From an optimization exercise on the open Yosys and OpenROAD flow, aimed at small area, a short achievable clock period and few clock cycles per item; shortcuts taken in it are not production practice. The RTL was checked by simulation tests, not by an equivalence proof against the original design. Power figures rest on the tool's default switching activity, not on a simulated workload.

// pollings
module pollings (
        ap_clk,
        ap_rst_n,
        m_axi_gmem_AWVALID,
        m_axi_gmem_AWREADY,
        m_axi_gmem_AWADDR,
        m_axi_gmem_AWID,
        m_axi_gmem_AWLEN,
        m_axi_gmem_AWSIZE,
        m_axi_gmem_AWBURST,
        m_axi_gmem_AWLOCK,
        m_axi_gmem_AWCACHE,
        m_axi_gmem_AWPROT,
        m_axi_gmem_AWQOS,
        m_axi_gmem_AWREGION,
        m_axi_gmem_AWUSER,
        m_axi_gmem_WVALID,
        m_axi_gmem_WREADY,
        m_axi_gmem_WDATA,
        m_axi_gmem_WSTRB,
        m_axi_gmem_WLAST,
        m_axi_gmem_WID,
        m_axi_gmem_WUSER,
        m_axi_gmem_ARVALID,
        m_axi_gmem_ARREADY,
        m_axi_gmem_ARADDR,
        m_axi_gmem_ARID,
        m_axi_gmem_ARLEN,
        m_axi_gmem_ARSIZE,
        m_axi_gmem_ARBURST,
        m_axi_gmem_ARLOCK,
        m_axi_gmem_ARCACHE,
        m_axi_gmem_ARPROT,
        m_axi_gmem_ARQOS,
        m_axi_gmem_ARREGION,
        m_axi_gmem_ARUSER,
        m_axi_gmem_RVALID,
        m_axi_gmem_RREADY,
        m_axi_gmem_RDATA,
        m_axi_gmem_RLAST,
        m_axi_gmem_RID,
        m_axi_gmem_RUSER,
        m_axi_gmem_RRESP,
        m_axi_gmem_BVALID,
        m_axi_gmem_BREADY,
        m_axi_gmem_BRESP,
        m_axi_gmem_BID,
        m_axi_gmem_BUSER,
        s_axi_control_AWVALID,
        s_axi_control_AWREADY,
        s_axi_control_AWADDR,
        s_axi_control_WVALID,
        s_axi_control_WREADY,
        s_axi_control_WDATA,
        s_axi_control_WSTRB,
        s_axi_control_ARVALID,
        s_axi_control_ARREADY,
        s_axi_control_ARADDR,
        s_axi_control_RVALID,
        s_axi_control_RREADY,
        s_axi_control_RDATA,
        s_axi_control_RRESP,
        s_axi_control_BVALID,
        s_axi_control_BREADY,
        s_axi_control_BRESP,
        interrupt
);
==> flow/config.mk <==
export PLATFORM = sky130hd
export DESIGN_NAME = pollings
export DESIGN_NICKNAME = pollings
export VERILOG_FILES = /design/flow/design.v
export SDC_FILE = /design/flow/constraint.sdc
export NUM_CORES = 4
export LEC_CHECK = 0
export CAP_MARGIN = 20
export CORE_MARGIN = 2
export CORE_UTILIZATION = 60
export CTS_BUF_LIST = sky130_fd_sc_hd__clkbuf_16
export CTS_CLUSTER_DIAMETER = 80
export CTS_CLUSTER_SIZE = 22
export SLEW_MARGIN = 20
==> flow/constraint.sdc <==
create_clock -name core_clock -period 10.0 [get_ports {ap_clk}]
set_input_delay 2.0000 -clock core_clock [delete_from_list [all_inputs] [get_ports {ap_clk}]]
set_output_delay 2.0000 -clock core_clock [all_outputs]
set_load 0.01 [all_outputs]
standard.sh (not shown) runs the stock make flow with config.mk's settings and CLKGATE_MAP_FILE= SYNTH_SCRIPT=/design/flow/synth_recipe.tcl, a recipe that flattens the netlist after the stock synthesis.
==> flow/flow/run.sh <==
#!/bin/bash
# Standard synthesis, then the standard layout steps with repair_timing aiming
# at a larger setup margin and the port buffers built from buf_1 cells (each
# make run's full output in its own log here).
set -euo pipefail
MARGIN=$(cat flow/margin.txt)
bash standard.sh synth > synth.log 2>&1
bash standard.sh SETUP_SLACK_MARGIN=$MARGIN "BUFFER_PORTS_ARGS=-buffer_cell sky130_fd_sc_hd__buf_1" finish > layout.log 2>&1
==> flow/flow/margin.txt <==
6.9
Testbench counts at the start, summed over its fixed seeds: cycles 12,996, images 12.
Change:
==> flow/flow/run.sh (replaced) <==
#!/bin/bash
# Standard synthesis, then the standard layout steps with repair_timing aiming
# at a larger setup margin (each make run's full output in its own log here).
set -euo pipefail
MARGIN=$(cat flow/margin.txt)
bash standard.sh synth > synth.log 2>&1
bash standard.sh SETUP_SLACK_MARGIN=$MARGIN finish > layout.log 2>&1
==> flow/flow/margin.txt (replaced) <==
7.2
After rerunning: Total power increases by a few percent. Via count increases by a few percent. Count of clock-buffer cells in the layout increases by 2. Design area increases by roughly a tenth. Fmax decreases slightly. Core utilization increases by 7.6 points. Non-clock buffer count increases by 204. Final cell count increases by a few percent. Worst setup slack gets worse by 42 ps. Hold slack gets worse by 19 ps.
Change:
==> flow/flow/margin.txt (replaced) <==
6.9
Settings changed: CORE_UTILIZATION 60 to 66.
What happened:
- core utilization climbs by 1.6 points
- area after synthesis does not change
- die area came out lower by about 9%
- power goes down by about 1.1%
- routed wire length went down by about 6%
- hold slack is worse by 5.4 ps
- non-clock buffer count falls by 177
- worst setup slack improves by 21 ps
- clock power hardly moves


pollings, a different RTL version from the one above (not shown whole).
Size: roughly 690 flip-flops, roughly 380 I/O pins.
Settings: LEC_CHECK=0, CAP_MARGIN=20, CORE_MARGIN=2, CORE_UTILIZATION=40, SLEW_MARGIN=20; clock period 10.0 ns.
run.sh (not shown) runs the stock make flow with config.mk's settings and CLKGATE_MAP_FILE= SYNTH_SCRIPT=/design/flow/synth_recipe.tcl, a recipe that flattens the netlist after the stock synthesis.
Stock flow here: none of the scripts above is used.
Testbench counts at the start, summed over its fixed seeds: cycles 12,996, images 12.
Rerun with:
==> flow/flow/run.sh (new file) <==
#!/bin/bash
# Standard synthesis, then the standard layout steps with repair_timing aiming
# at a larger setup margin (each make run's full output in its own log here).
set -euo pipefail
MARGIN=$(cat flow/margin.txt)
bash standard.sh synth > synth.log 2>&1
bash standard.sh SETUP_SLACK_MARGIN=$MARGIN finish > layout.log 2>&1
==> flow/flow/margin.txt (new file) <==
7
==> flow/standard.sh (new file) <==
#!/bin/bash
# synth_recipe.tcl (not shown) runs the flow's synth.tcl, then flattens the netlist and writes it again
# the make line also repeats each setting of config.mk as NAME=value (left out here)
make -C /OpenROAD-flow-scripts/flow DESIGN_CONFIG=/design/flow/config.mk WORK_HOME=/design/flow/orfs CLKGATE_MAP_FILE= SYNTH_SCRIPT=/design/flow/synth_recipe.tcl "${@:-finish}"
CORE_UTILIZATION = 60   (was 40)
removed: flow/run.sh
What happened:
- wire length went up by roughly a tenth
- worst setup slack improved by 1400 ps
- core utilization goes up by 32 points
- via count came out higher by roughly a tenth
- cell area went up by roughly a tenth
- hold slack is better by 7.5 ps


pollings, a different RTL version from the one above (not shown whole).
Size in the first run: roughly 2500 cells after synthesis, roughly 650 flip-flops.
clock: 10.0 ns
lec_check: 0
cap_margin: 20
core_margin: 2
core_utilization: 60
cts_buf_list: sky130_fd_sc_hd__clkbuf_16
cts_cluster_diameter: 100
cts_cluster_size: 30
slew_margin: 20
standard.sh (not shown) runs the stock make flow with config.mk's settings and CLKGATE_MAP_FILE= SYNTH_SCRIPT=/design/flow/synth_recipe.tcl, a recipe that flattens the netlist after the stock synthesis.
==> flow/flow/run.sh <==
#!/bin/bash
# Standard synthesis, then the standard layout steps with repair_timing aiming
# at a larger setup margin (each make run's full output in its own log here).
set -euo pipefail
MARGIN=$(cat flow/margin.txt)
bash standard.sh synth > synth.log 2>&1
bash standard.sh SETUP_SLACK_MARGIN=$MARGIN finish > layout.log 2>&1
==> flow/flow/margin.txt <==
6.7
Testbench counts at the start, summed over its fixed seeds: cycles 12,996, images 12.
==> next run, changes <==
- CTS_BUF_LIST: sky130_fd_sc_hd__clkbuf_16 -> not set
- CTS_CLUSTER_DIAMETER: 100 -> not set
- CTS_CLUSTER_SIZE: 30 -> not set
Result:
- The changed run completed without violations
- worst setup slack gains 7.6 ps
- die area stays the same
- global-route usage increases by 0.56 points
- non-clock buffer count decreases by 1
- synthesized area does not change
- total power increases by 24%
- final area increases by 3.8%
- maximum frequency is about the same
- synthesized cell count is unchanged
- critical path depth increases by 2


TR:
RTL: one of the versions met above, not the one the previous note started from.
For scale: roughly 2600 cells after synthesis, roughly 380 I/O pins, roughly 33000 um^2 of cells after synthesis.
## pollings
module pollings (
        ap_clk,
        ap_rst_n,
        m_axi_gmem_AWVALID,
        m_axi_gmem_AWREADY,
        m_axi_gmem_AWADDR,
        m_axi_gmem_AWID,
        m_axi_gmem_AWLEN,
        m_axi_gmem_AWSIZE,
        m_axi_gmem_AWBURST,
        m_axi_gmem_AWLOCK,
        m_axi_gmem_AWCACHE,
        m_axi_gmem_AWPROT,
        m_axi_gmem_AWQOS,
        m_axi_gmem_AWREGION,
        m_axi_gmem_AWUSER,
        m_axi_gmem_WVALID,
        m_axi_gmem_WREADY,
        m_axi_gmem_WDATA,
        m_axi_gmem_WSTRB,
        m_axi_gmem_WLAST,
        m_axi_gmem_WID,
        m_axi_gmem_WUSER,
        m_axi_gmem_ARVALID,
        m_axi_gmem_ARREADY,
        m_axi_gmem_ARADDR,
        m_axi_gmem_ARID,
        m_axi_gmem_ARLEN,
        m_axi_gmem_ARSIZE,
        m_axi_gmem_ARBURST,
        m_axi_gmem_ARLOCK,
        m_axi_gmem_ARCACHE,
        m_axi_gmem_ARPROT,
        m_axi_gmem_ARQOS,
        m_axi_gmem_ARREGION,
        m_axi_gmem_ARUSER,
        m_axi_gmem_RVALID,
        m_axi_gmem_RREADY,
        m_axi_gmem_RDATA,
        m_axi_gmem_RLAST,
        m_axi_gmem_RID,
        m_axi_gmem_RUSER,
        m_axi_gmem_RRESP,
        m_axi_gmem_BVALID,
        m_axi_gmem_BREADY,
        m_axi_gmem_BRESP,
        m_axi_gmem_BID,
        m_axi_gmem_BUSER,
        s_axi_control_AWVALID,
        s_axi_control_AWREADY,
        s_axi_control_AWADDR,
        s_axi_control_WVALID,
        s_axi_control_WREADY,
        s_axi_control_WDATA,
        s_axi_control_WSTRB,
        s_axi_control_ARVALID,
        s_axi_control_ARREADY,
        s_axi_control_ARADDR,
        s_axi_control_RVALID,
        s_axi_control_RREADY,
        s_axi_control_RDATA,
        s_axi_control_RRESP,
        s_axi_control_BVALID,
        s_axi_control_BREADY,
        s_axi_control_BRESP,
        interrupt
);
parameter    ap_ST_fsm_pp0_stage0 = 4'd1;
parameter    ap_ST_fsm_pp0_stage1 = 4'd2;
parameter    ap_ST_fsm_pp0_stage2 = 4'd4;
parameter    ap_ST_fsm_pp0_stage3 = 4'd8;
parameter    C_S_AXI_CONTROL_DATA_WIDTH = 32;
parameter    C_S_AXI_CONTROL_ADDR_WIDTH = 6;
parameter    C_S_AXI_DATA_WIDTH = 32;
parameter    C_M_AXI_GMEM_ID_WIDTH = 1;
parameter    C_M_AXI_GMEM_ADDR_WIDTH = 64;
  ...
clock: 10.0 ns
lec_check: 0
cap_margin: 20
core_margin: 2
core_utilization: 60
cts_buf_list: sky130_fd_sc_hd__clkbuf_16
cts_cluster_diameter: 80
cts_cluster_size: 22
slew_margin: 20
==> flow/flow/margin.txt <==
6.9
Scripts as last shown in full above: flow/flow/run.sh
TR finished every step from synthesis to the final layout, and the layout passed the timing, DRC and antenna checks.
Testbench counts of TR, summed over its fixed seeds: cycles 12,996, images 12.
Modified inputs, JK compared to TR
diff --git a/flow/config.mk b/flow/config.mk
--- a/flow/config.mk
+++ b/flow/config.mk
@@ -13,2 +13,3 @@
 export CTS_CLUSTER_SIZE = 22
+export PLACE_DENSITY = 0.72
 export SLEW_MARGIN = 20
JK vs TR, critical path launch point: awaddr[31] vs control_s_axi_U.rdata[3]
Count of flip-flops with a built-in enable after synthesis of TR is on par with JK.
TR → JK: wire length on met3 moved up; cell area shows an increase of about 0.6%; routed length per instance saw little to no change.
JK vs TR on largest voltage drop on the vdd net: JK is the lower one.
JK and TR ended up with roughly the same post-layout total power.
Between TR and JK, the number of logic stages on the critical path including buffering does not differ in any meaningful way.
JK vs TR, maximum frequency went down by 3.7 MHz.
Between JK and TR, the difference in combinational power share is negligible.
JK reached the final stage; the timing, DRC and antenna checks on its layout passed.
Compared to TR, JK has wire length 0.54% higher.

[re-timing with driven ports]
Ports are ideal in the flow. The routed layouts listed here were re-timed in OpenROAD. Step 1, drivers: a clkbuf_16 drives ap_clk and a buf_2 each remaining input, both assumed. Step 2 also shifts input and output timing later by t, the mid clock arrival at the registers, as if the neighbouring blocks saw the same clock. Slacks: ideal ports / drivers / drivers and shift; pairs: ideal ports / drivers.
run | t, ns | slack for setup (ns) | clock arrival spread, ns | worst register clock-pin slew, ns | worst data-port slew with drivers (ns)
the first run of note 1 | 0.647 | 6.748 / 6.685 / 6.260 | 0.030 / 0.029 | 0.09 / 0.09 | 0.12
the second run of note 1 | 0.655 | 6.706 / 6.650 / 6.231 | 0.032 / 0.032 | 0.10 / 0.10 | 0.11
the third run of note 1 | 0.661 | 6.727 / 6.661 / 6.247 | 0.026 / 0.025 | 0.09 / 0.09 | 0.10
the first run of note 2 | 0.682 | 4.587 / 4.587 / 4.587 | 0.038 / 0.039 | 0.06 / 0.06 | 0.13
the second run of note 2 | 0.678 | 6.009 / 6.009 / 6.009 | 0.031 / 0.032 | 0.07 / 0.07 | 0.10
the first run of note 3 | 0.674 | 6.475 / 6.475 / 6.013 | 0.036 / 0.037 | 0.12 / 0.12 | 0.09
the second run of note 3 | 0.651 | 6.483 / 6.483 / 6.081 | 0.026 / 0.025 | 0.07 / 0.07 | 0.09
TR | 0.647 | 6.742 / 6.679 / 6.230 | 0.027 / 0.026 | 0.09 / 0.09 | 0.12
JK | 0.647 | 6.702 / 6.641 / 6.283 | 0.028 / 0.027 | 0.10 / 0.10 | 0.10
After both steps every run listed still meets setup and hold. For TR, which loses most, drivers alone change the setup slack by -0.063 ns; drivers and shift together by -0.512 ns.
